Source: an optimization exercise on an open RTL-to-GDS flow (aim: small area). Production flows keep margins and buffers that such runs may drop.
At most, simulation tests tie the RTL to the original design; equivalence was not proved.
No activity file was given, so power comes from the tool's default toggle rates.

==> flow/design.v <==
module FIFO #(parameter WIDTH=16,DEPTH=32)(
            input clk,rst,
            input [WIDTH-1:0]data_in,
            input wr,rd,
            output reg[WIDTH-1:0]data_out,
            output reg empty,
            output reg full
            );
localparam AW=$clog2(DEPTH);
reg [AW-1:0] idx;
reg [WIDTH-1:0] mem[DEPTH-1:0];
wire do_wr = wr & !full & !(rd & empty);
wire do_rd = rd & !empty & !(wr & full);
reg [WIDTH-1:0] rdata;
integer k;
always @* begin
  rdata = {WIDTH{1'b0}};
  for (k = 0; k < DEPTH; k = k + 1)
    rdata = rdata | (mem[k] & {WIDTH{idx == k}});
end
always @(posedge clk)
  if (do_wr) begin
    mem[0] <= data_in;
    for (k = 1; k < DEPTH; k = k + 1)
      mem[k] <= mem[k-1];
  end
always @(posedge clk or negedge rst)
begin
  if (!rst) begin
    data_out <= 0;
    idx <= {AW{1'b1}};
    empty <= 1'b1;
    full <= 1'b0;
  end else begin
    if (do_rd)
      data_out <= rdata;
    if (do_wr & !do_rd) begin
      idx <= idx + 1'b1;
      empty <= 1'b0;
      full <= (idx == DEPTH-2);
    end else if (do_rd & !do_wr) begin
      idx <= idx - 1'b1;
      full <= 1'b0;
      empty <= (idx == 0);
    end
  end
end
endmodule
export LEC_CHECK = 0
export CAP_MARGIN = 20
export CORE_MARGIN = 2
export CORE_UTILIZATION = 40
export SLEW_MARGIN = 20
create_clock -name core_clock -period 5.0 [get_ports {clk}]
standard.sh (not shown) runs the stock make flow with config.mk's settings and CLKGATE_MAP_FILE= SYNTH_SCRIPT=/design/flow/synth_recipe.tcl, a recipe that flattens the netlist after the stock synthesis.
==> flow/flow/run.sh <==
#!/bin/bash
# Standard ORFS flow (the standard.sh) with:
#  - an area-oriented ABC script in synthesis (flow/synth.tcl, flow/area.abc)
#  - CTS with larger sink clusters of clkbuf_8 and no dummy loads
#  - port buffers made with buf_1
D=$(pwd)
export MY_ABC_SCRIPT=$D/flow/area.abc
export CTS_ARGS="-sink_clustering_enable -repair_clock_nets -dont_use_dummy_load -buf_list {sky130_fd_sc_hd__clkbuf_8} -sink_clustering_size 16 -sink_clustering_max_diameter 60"
export BUFFER_PORTS_ARGS="-buffer_cell sky130_fd_sc_hd__buf_1"
bash standard.sh SYNTH_SCRIPT=$D/flow/synth.tcl finish > $D/flow.log 2>&1
==> flow/flow/area.abc <==
strash
&get -n
&fraig -x
&put
scorr
dc2
strash
&get -n
&dch -f
&nf -R 1000
&put
==> flow/flow/synth.tcl <==
# The standard flow's synthesis (synth_recipe.tcl) with the ABC script swapped for an
# area-oriented one; everything else, including dfflibmap, is unchanged.
proc synth {args} { yosys synth -nofsm -noshare {*}$args }
proc my_abc_args {a} {
  set i [lsearch -exact $a -script]
  return [lreplace $a [expr {$i+1}] [expr {$i+1}] $::env(MY_ABC_SCRIPT)]
}
set f [open $::env(SCRIPTS_DIR)/synth.tcl r]; set s [read $f]; close $f
set s [string map [list {log_cmd abc {*}$abc_args} {log_cmd abc {*}[my_abc_args $abc_args]}] $s]
set f [open $::env(OBJECTS_DIR)/synth_patched.tcl w]; puts $f $s; close $f
source $::env(OBJECTS_DIR)/synth_patched.tcl
# left out here: clear keep_hierarchy, flatten, clean up, hide names made inside functions, write 1_2_yosys.v
==> next run, changes <==
==> flow/design.v (replaced) <==
module FIFO #(parameter WIDTH=16,DEPTH=32)(
            input clk,rst,
            input [WIDTH-1:0]data_in,
            input wr,rd,
            output reg[WIDTH-1:0]data_out,
            output empty,
            output reg full
            );
localparam AW=$clog2(DEPTH);
reg [AW-1:0] nidx;
wire [AW-1:0] idx = ~nidx;
reg nempty;
assign empty = !nempty;
reg [WIDTH-1:0] mem[DEPTH-1:0];
wire do_wr = wr & !full & !(rd & empty);
wire do_rd = rd & nempty & !(wr & full);
reg [WIDTH-1:0] rdata;
integer k;
always @* begin
  rdata = data_out & {WIDTH{!do_rd}};
  for (k = 0; k < DEPTH; k = k + 1)
    rdata = rdata | (mem[k] & {WIDTH{do_rd && idx == k}});
end
always @(posedge clk)
  if (do_wr) begin
    mem[0] <= data_in;
    for (k = 1; k < DEPTH; k = k + 1)
      mem[k] <= mem[k-1];
  end
always @(posedge clk or negedge rst)
begin
  if (!rst) begin
    data_out <= 0;
    nidx <= {AW{1'b0}};
    nempty <= 1'b0;
    full <= 1'b0;
  end else begin
    data_out <= rdata;
    if (do_wr & !do_rd) begin
      nidx <= nidx - 1'b1;
      nempty <= 1'b1;
      full <= (idx == DEPTH-2);
    end else if (do_rd & !do_wr) begin
      nidx <= nidx + 1'b1;
      full <= 1'b0;
      nempty <= (idx != 0);
    end
  end
end
endmodule
What happened:
- worst setup slack improved by 0.13 ns
- clock-buffer cell count went down by 1
- global-route usage hardly moves
- die area is lower by about 0.47%
- design area rises by 0.62%
- maximum frequency rises by about 4%
- routed wire length falls by 4.2%
- core utilization climbs by 0.46 points
- clock power came out lower by about 2%
- total power went down by 5.8%
- combinational power came out lower by 25%
- register-to-register slack is better by 0.24 ns
- sequential power came out lower by about 2%
Function not checked in the second run of this note: the RTL went through the layout flow alone.

==> what the ideal ports hide <==
The flow's constraints put no driver on any port. The routed layouts listed below were extracted and timed again, unchanged, in two steps.
Step 1, drivers: a clkbuf_16 drives clk and a buf_2 each remaining input, both assumed.
Step 2 also shifts input and output timing later by t, the mid clock arrival at the registers, as if the neighbouring blocks saw the same clock.
Three values: no drivers, after step 1, after step 2; two values: the first two.
run	t (ns)	setup slack, ns	worst setup path at the end	worst register clock-pin slew, ns
the first run	0.663	1.607 / 1.607 / 1.607	register to register	0.11 / 0.11
the second run	0.649	1.733 / 1.762 / 1.113	input to register	0.11 / 0.11
After both steps setup and hold are still met in every run listed. The setup slack of the second run, which loses most, moves by +0.029 ns with the drivers and by -0.620 ns with both steps.
